From an optimization exercise on the open Yosys and OpenROAD flow, aimed at small area; shortcuts taken in it are not production practice. Function was checked by simulation only, so behaviour that the tests miss may differ from the original. The clock cells of runs 2 and 3 come from the design's own scripts or RTL, not from TritonCTS. The clock port is modelled as an ideal driver, which makes a skipped or thinned clock tree look cheaper than it is; a real chip needs a root buffer or a tree. Power and IR drop assume default switching activity.

### config.mk
export PLATFORM = sky130hd
export DESIGN_NAME = secmer
export DESIGN_NICKNAME = secmer
export VERILOG_FILES = /design/flow/design.v
export SDC_FILE = /design/flow/constraint.sdc
export NUM_CORES = 4
export LEC_CHECK = 0
export CAP_MARGIN = 20
export CORE_MARGIN = 2
export CORE_UTILIZATION = 40
export SLEW_MARGIN = 20
### constraint.sdc
create_clock -name core_clock -period 10.0 [get_ports {clk}]
set_input_delay 2.0000 -clock core_clock [delete_from_list [all_inputs] [get_ports {clk}]]
set_output_delay 2.0000 -clock core_clock [all_outputs]
set_load 0.01 [all_outputs]
### design.v
module hex2seven_seg(
    input [3:0] hex,
    output [6:0] seven_segment
);
assign seven_segment[0] = (~hex[2] & hex[3]);   
assign seven_segment[1] = (~hex[1] & hex[2]);   
assign seven_segment[2] = (hex[1] & hex[2] & ~hex[3]);   
assign seven_segment[3] = (~hex[0] & hex[3]) | (~hex[2] & hex[3]);   
assign seven_segment[4] = (hex[0] & ~hex[1]) | (hex[3]);   
assign seven_segment[5] = (~hex[0] & hex[3]) | (hex[1] & hex[2]);   
assign seven_segment[6] = (~hex[0] & hex[1]) | (~hex[0] & ~hex[2]);   
endmodule
module hex2decimal(
    input [7:0] hex,
    output [11:0] decimal
);
assign decimal = 12'd0;
endmodule
module secmer(
    input clk,
    input reset,
    input w_button2, w_button3, w_button4,
    output [6:0] ss1, ss2, ss3, ss4, ss5, ss6, ss7
);
wire rst = ~reset;
reg b2a, b2b, b3a, b3b, b4a, b4b;
always @(posedge clk) begin
    b2a <= reset & ~w_button2;
    b3a <= reset & ~w_button3;
    b4a <= reset & ~w_button4;
    b2b <= b2a;
    b3b <= b3a;
    b4b <= b4a;
end
wire ev2 = b2a & ~b2b;
wire ev3 = b3a & ~b3b;
wire ev4 = b4a & ~b4b;
reg [5:0] cc;
wire cc_fb = (cc[5] & cc[4]) | (~cc[5] & ~cc[4] & ~(cc[2] & cc[1] & cc[0]));
wire tick = (cc == 6'b000001);
always @(posedge clk)
    cc <= rst ? 6'd0 : {cc[4:0], cc_fb};
function [2:0] inc5(input [2:0] c);
    inc5 = {c[1] & c[0], c[0], c[0] ? ~c[2] : ~c[1]};
endfunction
reg active;
reg [2:0] show;      
reg [2:0] pshow;     
wire show0 = ~show[1] & ~show[0];
wire clr = ~active & ev3;
always @(posedge clk) begin
    active <= reset & (active ^ (ev2 & show0));
    if (rst)
        show <= 3'd0;
    else if (~active & ev4)
        show <= inc5(show);
    pshow <= rst ? 3'b010 : show;
end
function [3:0] inc9(input [3:0] d);
    inc9 = {(~d[0] & ~d[3]) | (d[0] & d[1] & d[2]),
            (d[2] & ~d[3]) | (~d[2] & d[3]),
            (d[1] & d[2]) | (~d[0]),
            (d[1])};
endfunction
function is9(input [3:0] d);
    is9 = (d[0] & ~d[1] & ~d[2]);
endfunction
function is8(input [3:0] d);
    is8 = (d[1] & ~d[2] & ~d[3]);
endfunction
reg [15:0] d_time;
reg [1:0] fl;        
wire fz = fl[1] & ~fl[0];
wire fi = ~fl[1] & fl[0];
wire fw = fl[1] & fl[0];
reg lag;             
wire [3:0] d0 = d_time[3:0], d1 = d_time[7:4], d2 = d_time[11:8], d3 = d_time[15:12];
wire n0 = is9(d0);
wire n1 = is9(d1);
wire n2 = is9(d2);
wire inc_hi = (fi & n0 & n1) | fw;
wire [3:0] m0 = (fz | fw) ? 4'd0 : fi ? inc9(d0) : d0;
wire [3:0] m1 = (fz | fw) ? 4'd0 : (fi & n0) ? inc9(d1) : d1;
wire [3:0] m2 = fz ? 4'd0 : inc_hi ? inc9(d2) : d2;
wire [3:0] m3 = fz ? 4'd0 : (inc_hi & n2) ? inc9(d3) : d3;
wire [15:0] mtime = {m3, m2, m1, m0};
wire cnt99 = is9(m1) & (lag ? is8(m0) : is9(m0));
wire wrap = active & tick & cnt99;
always @(posedge clk) begin
    d_time <= mtime;
    fl <= {rst | clr | (wrap & lag), reset & active & (lag | wrap)};
    lag <= reset & ~clr & (active ? (tick & ~cnt99) : lag);
end
reg [2:0] nlaps;     
reg fwr;             
reg [15:0] lap1, lap2, lap3, lap4;
always @(posedge clk) begin
    fwr <= active & ev3 & ~(nlaps[2] & ~nlaps[0]);
    if (fz)
        nlaps <= 3'd0;
    else if (fwr)
        nlaps <= inc5(nlaps);
    if (fwr & ~nlaps[1] & ~nlaps[0]) lap1 <= d_time;
    if (fwr & ~nlaps[1] & nlaps[0])  lap2 <= d_time;
    if (fwr & nlaps[1] & ~nlaps[2])  lap3 <= d_time;
    if (fwr & nlaps[2] & nlaps[0])   lap4 <= d_time;
end
reg [7:0] lap_sec;
always @(posedge clk)
    if (rst | clr)
        lap_sec <= 8'd0;
    else if (ev3)
        lap_sec <= mtime[15:8];
wire s0 = ~pshow[1] & ~pshow[0];
wire s1 = ~pshow[1] & pshow[0] & (nlaps[1] | nlaps[0]);
wire s2 = pshow[1] & pshow[0] & ~pshow[2] & nlaps[1];
wire s3 = pshow[2] & pshow[0] & nlaps[2];
wire s4 = pshow[2] & ~pshow[0] & nlaps[2] & ~nlaps[0];
wire [15:0] disp = ({16{s0}} & d_time) | ({16{s1}} & lap1) | ({16{s2}} & lap2) |
                   ({16{s3}} & lap3) | ({16{s4}} & lap4);
hex2seven_seg inst1(.hex(disp[3:0]),     .seven_segment(ss1));
hex2seven_seg inst2(.hex(disp[7:4]),     .seven_segment(ss2));
hex2seven_seg inst3(.hex(disp[11:8]),    .seven_segment(ss3));
hex2seven_seg inst4(.hex(disp[15:12]),   .seven_segment(ss4));
hex2seven_seg inst5(.hex(lap_sec[3:0]),  .seven_segment(ss5));
hex2seven_seg inst6(.hex(lap_sec[7:4]),  .seven_segment(ss6));
wire seg7_ad = (show[0] & ~show[1]) | (show[2] & ~show[0]);    
assign ss7 = {~show[1],                          
              show[0],                           
              show[2] | (show[0] & ~show[1]),    
              seg7_ad,                           
              show[1] & ~show[2],                
              1'b0,                              
              seg7_ad};                          
endmodule
### flow/run.sh
#!/bin/bash
# Own layout flow: the standard ORFS flow (standard.sh) with
#  - synthesis using an area-oriented ABC mapping script (flow/abc_area.script,
#    selected through ABC_AREA=1); registers are mapped before ABC, as in the
#    standard synthesis, so they keep their names and cell types; pass-through
#    ports get buf_1 instead of buf_4;
#  - the port buffers made of buf_1 cells;
#  - clock tree synthesis with the buffers in flow/cts_bufs.txt and no dummy
#    loads.
# Each step's full output goes to a log file in the work folder.
set -euo pipefail
WORK=$(pwd)
FLOWDIR=$WORK/flow

# copy of ORFS's scripts with our ABC script in place of abc_area.script
rm -rf "$WORK/scripts_abc"
cp -r "$FLOW_HOME/scripts" "$WORK/scripts_abc"
cp "$FLOWDIR/abc_area.script" "$WORK/scripts_abc/abc_area.script"

bash standard.sh SCRIPTS_DIR="$WORK/scripts_abc" ABC_AREA=1 \
  "MIN_BUF_CELL_AND_PORTS=sky130_fd_sc_hd__buf_1 A X" synth > "$WORK/flow_synth.log" 2>&1

CTS_ARGS_V="-sink_clustering_enable -repair_clock_nets -dont_use_dummy_load"
CTS_ARGS_V="$CTS_ARGS_V -buf_list {$(cat "$FLOWDIR/cts_bufs.txt")}"

bash standard.sh "BUFFER_PORTS_ARGS=-buffer_cell sky130_fd_sc_hd__buf_1" \
  "CTS_ARGS=$CTS_ARGS_V" finish > "$WORK/flow_layout.log" 2>&1
### flow/abc_area.script
strash
dc2
&get -n
&st
&dch
&nf -R 1000 -p -F 8 -A 8
&put
### flow/cts_bufs.txt
sky130_fd_sc_hd__clkbuf_4
### standard.sh
#!/bin/bash
# synth_recipe.tcl (not shown) runs the flow's synth.tcl, then flattens the netlist and writes it again
# the make line also repeats each setting of config.mk as NAME=value (left out here)
make -C /OpenROAD-flow-scripts/flow DESIGN_CONFIG=/design/flow/config.mk WORK_HOME=/design/flow/orfs CLKGATE_MAP_FILE= SYNTH_SCRIPT=/design/flow/synth_recipe.tcl "${@:-finish}"
==> impl_metrics.yaml, run 1 <==
timing:
  fin_crit_ns: 4.289
  post-route-period-util_pct: 42.89
  fin_tns_setup_ns: 0
  relSlewSlack_pct: 29.94
  finalSetupViolations: 0
  holdWs_ns: 0.3528
  finalHoldViolCount: 0
  tightestPinTransition_ns: 1.050
  fmax_ghz: 0.2332
  slew_viol_final: 0
  rsz0062_at_grt: "false"
  clock_skew_ns: 0.03338
die:
  die_w_um: 108.3
  rows: 38
  die_height_um: 108.3
  start_util_pct: 40.46
  dieArea_um2: 11720
  core_um2: 10750
  pin_count: 54
final_layout:
  drive_above_1_share_pct: 5.631
  fillers: 1018
  ff_latch_area_um2: 2923
  fin_nets: 451
  area_delta_synth_final_pct: 12.26
  finalNonFillerCells: 585
  finalInstanceArea_um2: 4881
  multi_input_area_um2: 1383
placement:
  gp_congestion: 0.7331
  port_buffers: 52
  post-place-cells: 567
  placed_cell_area_um2: 4751
  hpwl_um: 5578
critical_path:
  crit_type: "reg -> out"
  crit_required_ns: 8.00
  critPathArrivalTime_ns: 2.29
  startpoint_type: "flip-flop"
  cp-end-kind: "output port"
  cp_max_fo: 16
clock_tree:
  cts_tree: "built"
  clkSinkCount: 114
  ctsHoldBuffers: 0
  cts.path.max_buffers: 2
  cts_made_buffers: 17
  cts_max_level: 4
  post_cts_buffers: 0
  clk_latency_ns: 0.49
  cts.repair.resized: 0
  root_buffer: "clkbuf_4"
  clkTransAtPathRegs_ns: 0.07
logic_synthesis:
  ys_top_cells_by_area: "edfxtp_1, dfxtp_1, nand2_1"
  synthArstFlopShare_pct: 0
  ys_seq_area_share_pct: 67.22
  syn_avg_cell_area_um2: 11.63
  synth_common_cells: "edfxtp_1, dfxtp_1, nand2_1"
  synth.largest_area_cell: "edfxtp_1"
  synth_edf_count: 64
  syn_nets: 379
  netlist_area_um2: 4348
  synth.most_common_cell: "edfxtp_1"
  yosys_warnings: 1
  ys_seq_elements: 114
  synth_cells: 374
  yosysTopAreaCellShare_pct: 44.20
  ys_types: 36
  synthFlopType: "edfxtp_1"
power:
  combinationalPowerShare_pct: 3.3
  p_sw_share_pct: 20.77
  finalPower_mw: 0.7343
  ir_drop_mv: 0.07070
  p_int_mw: 0.5818
  leakage_nw: 1.753
  p_per_area_nw_per_um2: 150.4
  p_switching_mw: 0.1525
  p_seq_share_pct: 68.3
  clockPowerShare_pct: 28.4
global_routing:
  grt_pass1_wl_um: 14060
  overflow: 0
  track_usage_pct: 15.85
  grt_max_degree: 18
  grt_pass1_vias: 2817
  antenna_found_initial: 1
min_path:
  hp-class: "reg -> reg"
routing:
  antenna_left: 0
  wl_per_cell_um: 14.72
  drc: 0
  firstDrtPassIters: 6
  wirelength_um: 8609
  viasPerCell: 5.202
  first_iter_violations: 258
  vias: 3043
status:
  status: "no timing/DRC/antenna violations"
run:
  cap_violations: 0
state kept, by name, indices dropped and copies added, names as in the netlist, 2 cells and up:
signal   cells
cc           6
lap3        16
pshow        3
lap1        16
fl           2
nlaps        3
show         3
lap4        16
d_time      16
lap2        16
lap_sec      8
area by class of cell:
class | instances | area share (%)
multi-input combinational | 246 | 28.33
timing repair buffer | 57 | 4.768
sequential | 114 | 59.88
antenna | 1 | 0.05127
inverter | 10 | 0.7690
tap | 140 | 3.589
clock buffer | 17 | 2.615
placed cells by master (no fill, tap or decap), types with 2 or more instances in the layout:
| master | instances |
|---|---|
| a211oi_1 | 4 |
| a21o_1 | 4 |
| a21oi_1 | 23 |
| a222oi_1 | 16 |
| a22o_1 | 2 |
| a22oi_1 | 12 |
| a32o_1 | 2 |
| and2_0 | 6 |
| and3_1 | 8 |
| buf_1 | 52 |
| buf_4 | 5 |
| clkbuf_4 | 17 |
| clkinv_1 | 10 |
| dfxtp_1 | 50 |
| edfxtp_1 | 64 |
| nand2_1 | 48 |
| nand2b_1 | 11 |
| nand3_1 | 4 |
| nor2_1 | 45 |
| nor2_2 | 2 |
| nor2b_1 | 12 |
| nor3_1 | 14 |
| nor3b_1 | 2 |
| nor4_1 | 2 |
| nor4b_1 | 2 |
| o21ai_0 | 8 |
| o21bai_1 | 5 |
layer usage:
| metal | track usage (%) | routed length (um) | vias up |
|---|---|---|---|
| li1 | - | - | 1536 |
| met2 | 23.76 | 3929 | 85 |
| met5 | 0 | 0 | - |
| met1 | 21.86 | 4147 | 1417 |
| met4 | 6.319 | 72 | 0 |
| met3 | 4.340 | 461 | 5 |
critical path: stages, from the launching register on:
cell      delay (ns)
dfxtp_1         0.39
and3_1          0.65
a222oi_1        0.23
and3_1          0.25
o21bai_1        0.13
buf_1           0.16
worst paths after layout:
check	from	end	slack (ns)	cells past startpoint
max	nlaps[2]$_SDFFE_PN0P_	ss2[4]	5.71	5
min	b2a$_DFF_P_	b2b$_DFF_P_	0.35	0
max reg2reg	fl[0]$_DFF_P_	lap_sec[6]$_SDFFE_PP0P_	6.80	11
min reg2reg	b2a$_DFF_P_	b2b$_DFF_P_	0.35	0
power by group through the flow:
stage,clock network (mW),logic [mW],registers (mW)
after floorplan,0,0.0169,0.510
after global placement,0,0.0241,0.512
after detailed placement,0,0.0245,0.512
after CTS,0.217,0.0246,0.501
after global routing,0.236,0.0278,0.502
final,0.209,0.0244,0.501
kinds of logic after synthesis:
logic type,after synthesis,synth area share [%]
multiplexers,1,0.2302
AND/OR/NAND/NOR,160,17.38
other,1,0.08625
buffers and inverters,14,1.209
flip-flops,114,67.22
AO/OA/AOI/OAI,83,13.67
XOR/XNOR,1,0.2015
metrics by stage:
step                      setup slack [ns]  utilization, %
after CTS                            5.666           45.40
after floorplan                      5.878               -
after detailed placement             6.194           44.21
after global placement               6.223           44.21
final                                5.711           45.42
after global routing                 5.401           45.42
==> run 2, diff against run 1 <==
--- a/flow/run.sh
+++ b/flow/run.sh
@@ -5,8 +5,8 @@
 #    standard synthesis, so they keep their names and cell types; pass-through
 #    ports get buf_1 instead of buf_4;
 #  - the port buffers made of buf_1 cells;
-#  - clock tree synthesis with the buffers in flow/cts_bufs.txt and no dummy
-#    loads.
+#  - a small clock tree built by flow/mycts.tcl (root buffer plus a few leaf
+#    buffers) in place of TritonCTS, with the rest of ORFS's CTS step unchanged.
 # Each step's full output goes to a log file in the work folder.
 set -euo pipefail
 WORK=$(pwd)
@@ -20,8 +20,9 @@
 bash standard.sh SCRIPTS_DIR="$WORK/scripts_abc" ABC_AREA=1 \
   "MIN_BUF_CELL_AND_PORTS=sky130_fd_sc_hd__buf_1 A X" synth > "$WORK/flow_synth.log" 2>&1
 
-CTS_ARGS_V="-sink_clustering_enable -repair_clock_nets -dont_use_dummy_load"
-CTS_ARGS_V="$CTS_ARGS_V -buf_list {$(cat "$FLOWDIR/cts_bufs.txt")}"
+export MYCTS_PORT=clk
+read -r MYCTS_K MYCTS_ROOT MYCTS_LEAF < "$FLOWDIR/mycts.cfg"
+export MYCTS_K MYCTS_ROOT MYCTS_LEAF
 
 bash standard.sh "BUFFER_PORTS_ARGS=-buffer_cell sky130_fd_sc_hd__buf_1" \
-  "CTS_ARGS=$CTS_ARGS_V" finish > "$WORK/flow_layout.log" 2>&1
+  "PRE_CTS_TCL=$FLOWDIR/mycts.tcl" finish > "$WORK/flow_layout.log" 2>&1
==> flow/mycts.cfg (new file) <==
7 sky130_fd_sc_hd__clkbuf_4 sky130_fd_sc_hd__clkbuf_8
==> flow/mycts.tcl (new file) <==
# Clock tree made here instead of by TritonCTS: the clock port drives one root
# buffer, which drives MYCTS_K leaf buffers (or the registers directly when
# MYCTS_K is 0); the registers are split among the leaves by position
# (k-means on their clock pins). The buffers are placed at the centres of what
# they drive; detailed placement then legalises them.
proc mycts_kmeans {pts k} {
  # pts: list of {x y idx}; returns list of cluster ids per point
  set n [llength $pts]
  set sorted [lsort -real -index 0 $pts]
  set cx {}; set cy {}
  for {set i 0} {$i < $k} {incr i} {
    set p [lindex $sorted [expr {int(($i + 0.5) * $n / $k)}]]
    lappend cx [lindex $p 0]; lappend cy [lindex $p 1]
  }
  set asg [lrepeat $n 0]
  for {set it 0} {$it < 50} {incr it} {
    set j 0
    foreach p $pts {
      set best 0; set bd 1e30
      for {set i 0} {$i < $k} {incr i} {
        set d [expr {abs([lindex $p 0]-[lindex $cx $i]) + abs([lindex $p 1]-[lindex $cy $i])}]
        if {$d < $bd} {set bd $d; set best $i}
      }
      lset asg $j $best; incr j
    }
    set sx [lrepeat $k 0.0]; set sy [lrepeat $k 0.0]; set sn [lrepeat $k 0]
    set j 0
    foreach p $pts {
      set c [lindex $asg $j]
      lset sx $c [expr {[lindex $sx $c] + [lindex $p 0]}]
      lset sy $c [expr {[lindex $sy $c] + [lindex $p 1]}]
      lset sn $c [expr {[lindex $sn $c] + 1}]
      incr j
    }
    for {set i 0} {$i < $k} {incr i} {
      if {[lindex $sn $i] > 0} {
        lset cx $i [expr {[lindex $sx $i] / [lindex $sn $i]}]
        lset cy $i [expr {[lindex $sy $i] / [lindex $sn $i]}]
      }
    }
  }
  # rebalance: greedy assignment by distance with a capacity per cluster
  set cap [expr {($n + $k - 1) / $k}]
  set pairs {}
  set j 0
  foreach p $pts {
    for {set i 0} {$i < $k} {incr i} {
      lappend pairs [list [expr {abs([lindex $p 0]-[lindex $cx $i]) + abs([lindex $p 1]-[lindex $cy $i])}] $j $i]
    }
    incr j
  }
  set asg [lrepeat $n -1]
  set cnt [lrepeat $k 0]
  foreach pr [lsort -real -index 0 $pairs] {
    lassign $pr d j i
    if {[lindex $asg $j] >= 0 || [lindex $cnt $i] >= $cap} continue
    lset asg $j $i
    lset cnt $i [expr {[lindex $cnt $i] + 1}]
  }
  return $asg
}

proc mycts_place {inst x y} {
  $inst setLocation [expr {int($x)}] [expr {int($y)}]
  $inst setPlacementStatus PLACED
}

proc mycts {} {
  set db [ord::get_db]
  set block [ord::get_db_block]
  set clknet [[$block findBTerm $::env(MYCTS_PORT)] getNet]
  set k $::env(MYCTS_K)
  set sinks {}
  set pts {}
  foreach it [$clknet getITerms] {
    lassign [$it getAvgXY] ok x y
    lappend pts [list $x $y [llength $sinks]]
    lappend sinks $it
  }
  set n [llength $sinks]
  set root [odb::dbInst_create $block [$db findMaster $::env(MYCTS_ROOT)] "mycts_root"]
  set rnet [odb::dbNet_create $block "mycts_root_net"]
  $rnet setSigType CLOCK
  $clknet setSigType CLOCK
  [$root findITerm A] connect $clknet
  [$root findITerm X] connect $rnet
  set ax 0.0; set ay 0.0
  foreach p $pts { set ax [expr {$ax + [lindex $p 0]}]; set ay [expr {$ay + [lindex $p 1]}] }
  mycts_place $root [expr {$ax / $n}] [expr {$ay / $n}]
  if {$k == 0} {
    foreach it $sinks { $it disconnect; $it connect $rnet }
    puts "mycts: root drives $n sinks"
    return
  }
  set asg [mycts_kmeans $pts $k]
  for {set i 0} {$i < $k} {incr i} {
    set leaf [odb::dbInst_create $block [$db findMaster $::env(MYCTS_LEAF)] "mycts_leaf_$i"]
    set lnet [odb::dbNet_create $block "mycts_leaf_net_$i"]
    $lnet setSigType CLOCK
    [$leaf findITerm A] connect $rnet
    [$leaf findITerm X] connect $lnet
    set sx 0.0; set sy 0.0; set c 0
    set j 0
    foreach it $sinks {
      if {[lindex $asg $j] == $i} {
        $it disconnect; $it connect $lnet
        set sx [expr {$sx + [lindex $pts $j 0]}]; set sy [expr {$sy + [lindex $pts $j 1]}]; incr c
      }
      incr j
    }
    if {$c > 0} { mycts_place $leaf [expr {$sx / $c}] [expr {$sy / $c}] }
    puts "mycts: leaf $i drives $c sinks"
  }
}

rename clock_tree_synthesis triton_clock_tree_synthesis
proc clock_tree_synthesis {args} {
  mycts
  set_propagated_clock [all_clocks]
}
--- a/config.mk
+++ b/config.mk
@@ -7,5 +7,5 @@
 export LEC_CHECK = 0
 export CAP_MARGIN = 20
 export CORE_MARGIN = 2
-export CORE_UTILIZATION = 40
+export CORE_UTILIZATION = 65
 export SLEW_MARGIN = 20
removed: flow/cts_bufs.txt
==> run 2 against run 1 <==
Against the previous run: global-route usage rose by 6.7 points; cell count down 12%; sequential power barely moved; via count grew 0.72%; register-to-register slack lost 0.13 ns; die area decreased by 37%; largest power group unchanged.
==> impl_metrics.yaml, run 2 <==
status:
  status: "no timing/DRC/antenna violations"
logic_synthesis:
  syn_nets: 379
  netlist_area_um2: 4348
  synthArstFlopShare_pct: 0
  ys_seq_elements: 114
  ys_types: 36
  synth_edf_count: 64
  ys_top_cells_by_area: "edfxtp_1, dfxtp_1, nand2_1"
  synth_common_cells: "edfxtp_1, dfxtp_1, nand2_1"
  yosys_warnings: 1
  synth_cells: 374
  synth.most_common_cell: "edfxtp_1"
  synthFlopType: "edfxtp_1"
  ys_seq_area_share_pct: 67.22
  synth.largest_area_cell: "edfxtp_1"
  yosysTopAreaCellShare_pct: 44.20
  syn_avg_cell_area_um2: 11.63
final_layout:
  layout_commonest_cell: "edfxtp_1"
  drive_above_1_share_pct: 3.678
  diodes: 0
  fin_util_pct: 74.36
  finalInstanceArea_um2: 4776
  area_delta_synth_final_pct: 9.842
  fin_nets: 442
  final_cell_mix: "edfxtp_1, buf_1, dfxtp_1"
critical_path:
  cp_max_fo: 16
  critPathArrivalTime_ns: 2.42
  r2r-start: "fl[0]$_DFF_P_"
  r2r-end: "lap_sec[4]$_SDFFE_PP0P_"
  rrSetupSlack_ns: 6.67
  worstRegToRegCells: 11
  cp-end-kind: "output port"
  crit_required_ns: 8.00
  startpoint_type: "flip-flop"
  crit_type: "reg -> out"
clock_tree:
  ctsHoldBuffers: 0
  post_cts_buffers: 0
  cts.repair.resized: 0
  clk_latency_ns: 0.44
  clkTransAtPathRegs_ns: 0.11
die:
  die_height_um: 85.79
  pin_count: 54
  start_util_pct: 67.70
  die_w_um: 85.79
  core_um2: 6422
  dieArea_um2: 7359
  rows: 29
power:
  leakage_nw: 1.730
  p_per_area_nw_per_um2: 151.1
  ir_drop_mv: 0.1051
placement:
  gp_congestion: 0.7499
  port_buffers: 52
  placed_cell_area_um2: 4672
  hpwl_um: 5423
min_path:
  hold_end: "b2b$_DFF_P_"
  hold_depth: 0
  min_from: "b2a$_DFF_P_"
  hp-class: "reg -> reg"
global_routing:
  track_usage_pct: 22.55
  grt_pass1_wl_um: 13410
  grt_max_degree: 18
  overflow: 0
  antenna_found_initial: 0
  grt_pass1_vias: 2844
routing:
  first_iter_violations: 290
  vias: 3065
  firstDrtPassIters: 26
  drc: 0
  viasPerCell: 5.986
  wirelength_um: 8278
  wl_per_cell_um: 16.17
  antenna_left: 0
timing:
  fmax_ghz: 0.2262
  rsz0062_at_grt: "false"
  slew_viol_final: 0
  finalSetupViolations: 0
  clock_skew_ns: 0.01794
  tightestPinTransition_ns: 1.007
  finalHoldViolCount: 0
  relSlewSlack_pct: 32.78
  fin_crit_ns: 4.421
  fin_tns_setup_ns: 0
  post-route-period-util_pct: 44.21
run:
  cap_violations: 0
-- run 2: where the power goes --
part | internal (mW) | leakage [nW] | switching [mW]
combinational | 0.00875 | 0.660 | 0.0154
sequential | 0.495 | 1.01 | 0.00564
clock | 0.0675 | 0.0549 | 0.129
-- run 2: stage by stage --
stage               std cells  hold slack, ns  worst slack [ns]  power (mW)
global placement          504          0.3293             5.825      0.5353
global route              512          0.3670             5.371      0.7484
CTS                       512          0.3564             5.598      0.7268
detailed placement        504          0.3371             6.108      0.5358
finish                    512          0.3538             5.579      0.7214
floorplan                 374          0.3232             5.878      0.5271
-- run 2: cell families after synthesis --
kind of cell           count (synthesis)  synth area share (%)
flip-flops                           114                 67.22
AND/OR/NAND/NOR                      160                 17.38
buffers and inverters                 14                 1.209
multiplexers                           1                0.2302
AO/OA/AOI/OAI                         83                 13.67
other                                  1               0.08625
XOR/XNOR                               1                0.2015
-- run 2: worst max path at each step --
stage	from	end	slack, ns
detailed placement	nlaps[0]$_SDFFE_PN0P_	ss3[4]	6.11
global placement	nlaps[0]$_SDFFE_PN0P_	ss3[4]	5.82
finish	nlaps[0]$_SDFFE_PN0P_	ss3[4]	5.58
CTS	nlaps[0]$_SDFFE_PN0P_	ss3[4]	5.60
floorplan	nlaps[1]$_SDFFE_PN0P_	ss1[6]	5.88
global route	nlaps[0]$_SDFFE_PN0P_	ss3[6]	5.37
-- run 2: worst max-delay path, stage by stage, from the launching register on --
cell and delay, ns:
dfxtp_1 0.46, o21ai_0 0.15, nor2_2 0.62, a222oi_1 0.21, and3_1 0.27, o21bai_1 0.12
buf_1 0.16
-- run 2: cell type report --
class	instances	area [um2]
repair buffers	57	232.7
well taps	77	96.34
plain buffers	8	103.9
inverters	10	37.54
flip-flops and latches	114	2923
multi-input cells	246	1383
fillers	439	1647
-- run 2: per-layer routing --
metal  global-route usage, %  vias up  routed length (um)
li1                        -     1513                   -
met1                   32.15     1442                3781
met2                   38.14      103                3984
met3                   1.636        7                 407
met4                   5.916        0                 104
met5                       0        -                   0
==> run 3, diff against run 2 <==
--- a/config.mk
+++ b/config.mk
@@ -7,5 +7,5 @@
 export LEC_CHECK = 0
 export CAP_MARGIN = 20
 export CORE_MARGIN = 2
-export CORE_UTILIZATION = 65
+export CORE_UTILIZATION = 40
 export SLEW_MARGIN = 20
==> run 3 against run 2 <==
Against the previous run: combinational power barely moved; wire length rose by 4.2%; final area rose by 1.7%; first-iteration DRC count fell by 4.5%; maximum frequency rose by 2.4%; clock skew rose by 0.00091 ns; die area rose by 59%; critical path depth fell by 1; sequential power barely moved; largest power group unchanged.
==> impl_metrics.yaml, run 3 <==
timing:
  post-route-period-util_pct: 43.19
  slew_viol_final: 0
  finalSetupViolations: 0
  rsz0062_at_grt: "false"
  tightestPinTransition_ns: 1.023
  fmax_ghz: 0.2316
  finalHoldViolCount: 0
  relSlewSlack_pct: 31.71
  fin_crit_ns: 4.319
  fin_tns_setup_ns: 0
  clock_skew_ns: 0.01885
  setup_ws_ns: 5.681
placement:
  port_buffers: 52
  hpwl_um: 5578
  gp_congestion: 0.7331
  place_ws_ns: 6.194
critical_path:
  cp_max_fo: 16
  startpoint_type: "flip-flop"
  path_buf_inv: 1
  cp_slowest_cell: "and3_1"
  critPathTopFamily: "simple AND/OR/NAND/NOR gates"
  path_cells: "and3_1, a222oi_1, and3_1, o21bai_1, buf_1"
  crit_top_cell: "and3_1"
  cp-end-kind: "output port"
  crit_required_ns: 8.00
  crit_type: "reg -> out"
  critPathArrivalTime_ns: 2.32
  critical-path-max-stage-delay_ns: 0.69
logic_synthesis:
  synth_cells: 374
  synthFlopType: "edfxtp_1"
  netlist_area_um2: 4348
  yosys_warnings: 1
  yosysTopAreaCellShare_pct: 44.20
  ys_top_cells_by_area: "edfxtp_1, dfxtp_1, nand2_1"
  ys_seq_area_share_pct: 67.22
  synth_common_cells: "edfxtp_1, dfxtp_1, nand2_1"
  synth_edf_count: 64
  syn_nets: 379
  synth.largest_area_cell: "edfxtp_1"
  ys_seq_elements: 114
  syn_avg_cell_area_um2: 11.63
  synth.most_common_cell: "edfxtp_1"
  ys_types: 36
  synthArstFlopShare_pct: 0
routing:
  firstDrtPassIters: 7
  vias: 3024
  viasPerCell: 5.250
  first_iter_violations: 277
  wirelength_um: 8622
  drc: 0
  wl_per_cell_um: 14.97
  antenna_left: 0
power:
  ir_drop_mv: 0.08622
  p_int_mw: 0.5717
  p_switching_mw: 0.1554
  p_sw_share_pct: 21.38
  combinationalPowerShare_pct: 3.4
  leakage_nw: 1.730
  p_per_area_nw_per_um2: 149.7
  p_seq_share_pct: 68.9
  clockPowerShare_pct: 27.7
die:
  start_util_pct: 40.46
  core_um2: 10750
  pin_count: 54
  dieArea_um2: 11720
  die_height_um: 108.3
  rows: 38
  die_w_um: 108.3
global_routing:
  grt_pass1_vias: 2768
  grt_pass1_wl_um: 14110
  antenna_found_initial: 1
  grt_max_degree: 18
  track_usage_pct: 14.83
  overflow: 0
final_layout:
  fin_nets: 442
  drive_above_1_share_pct: 3.678
  fin_util_pct: 45.20
  final_cell_mix: "edfxtp_1, buf_1, dfxtp_1"
  layout_commonest_cell: "edfxtp_1"
  area_delta_synth_final_pct: 11.71
min_path:
  hp-class: "reg -> reg"
status:
  status: "no timing/DRC/antenna violations"
clock_tree:
  post_cts_buffers: 0
  cts.repair.resized: 0
  clk_latency_ns: 0.45
  clkTransAtPathRegs_ns: 0.10
  ctsHoldBuffers: 0
run:
  cap_violations: 0
## run 3: cell counts after synthesis
No cell type changed its count.
## run 3: area by class of cell
| cell class | count | area, um2 |
|---|---|---|
| fill | 1010 | 5888 |
| sequential | 114 | 2923 |
| multi-input combinational | 246 | 1383 |
| timing repair buffer | 57 | 232.7 |
| tap | 140 | 175.2 |
| buffer | 8 | 103.9 |
| inverter | 10 | 37.54 |
| antenna | 1 | 2.502 |
## run 3: path summary, 6_finish.rpt
path	start	endpoint	slack, ns	depth (start not counted)
min reg2reg	b2a$_DFF_P_	b2b$_DFF_P_	0.35	0
max reg2reg	fl[0]$_DFF_P_	lap_sec[6]$_SDFFE_PP0P_	6.80	11
min	b2a$_DFF_P_	b2b$_DFF_P_	0.35	0
max	nlaps[2]$_SDFFE_PN0P_	ss2[4]	5.68	5
## run 3: through the flow
step / hold WS, ns / instances / power (mW) / instance area (um2)
floorplan: 0.3232 / 374 / 0.5271 / 4348
global placement: 0.3327 / 567 / 0.5357 / 4751
detailed placement: 0.3332 / 567 / 0.5364 / 4751
CTS: 0.3572 / 575 / 0.7367 / 4855
global route: 0.3602 / 576 / 0.7544 / 4857
finish: 0.3545 / 576 / 0.7271 / 4857
## run 3: cell families (layout without fill, tap and decap cells)
group / count (synthesis) / in the layout / synth area share, %
compound gates: 83 / 83 / 13.67
other cells: 1 / 2 / 0.08625
flops: 114 / 114 / 67.22
simple gates: 160 / 160 / 17.38
buf+inv: 14 / 75 / 1.209
mux: 1 / 1 / 0.2302
xor+xnor: 1 / 1 / 0.2015
## run 3: metal layers
| metal | vias to the layer above | routed length [um] | track usage [%] |
|---|---|---|---|
| li1 | 1507 | - | - |
| met1 | 1414 | 4162 | 22.49 |
| met2 | 92 | 3852 | 23.90 |
| met3 | 11 | 445 | 1.025 |
| met4 | 0 | 161 | 2.381 |
| met5 | - | 0 | 0 |
## run 3: power groups by stage
stage                     Combinational (mW)  Clock [mW]  Sequential, mW
after floorplan                       0.0169           0           0.510
after global placement                0.0241           0           0.512
after detailed placement              0.0245           0           0.512
after CTS                             0.0246       0.211           0.501
after global routing                  0.0277       0.224           0.502
final                                 0.0244       0.202           0.501

==> what the ideal ports hide <==
The flow's constraints put no driver on any port. The routed layouts listed below were extracted and timed again, unchanged, in two steps.
Step 1, drivers: a clkbuf_16 drives clk and a buf_2 each remaining input, both assumed.
Step 2 times the ports against the registers' clock, not the clock port: input delays grow and output delays shrink by t, the midpoint of the rising clock arrivals with the driver on.
Slacks: ideal / step 1 / step 2; pairs: ideal / step 1.
run | t, ns | setup slack, ns | worst register clock-pin slew, ns | cell pins on the clock port's net
run 1 | 0.504 | 5.711 / 5.680 / 6.184 | 0.10 / 0.10 | 1
run 2 | 0.462 | 5.579 / 5.551 / 6.013 | 0.11 / 0.11 | 1
run 3 | 0.475 | 5.681 / 5.648 / 6.123 | 0.11 / 0.11 | 1
After both steps setup and hold are still met in every run listed.
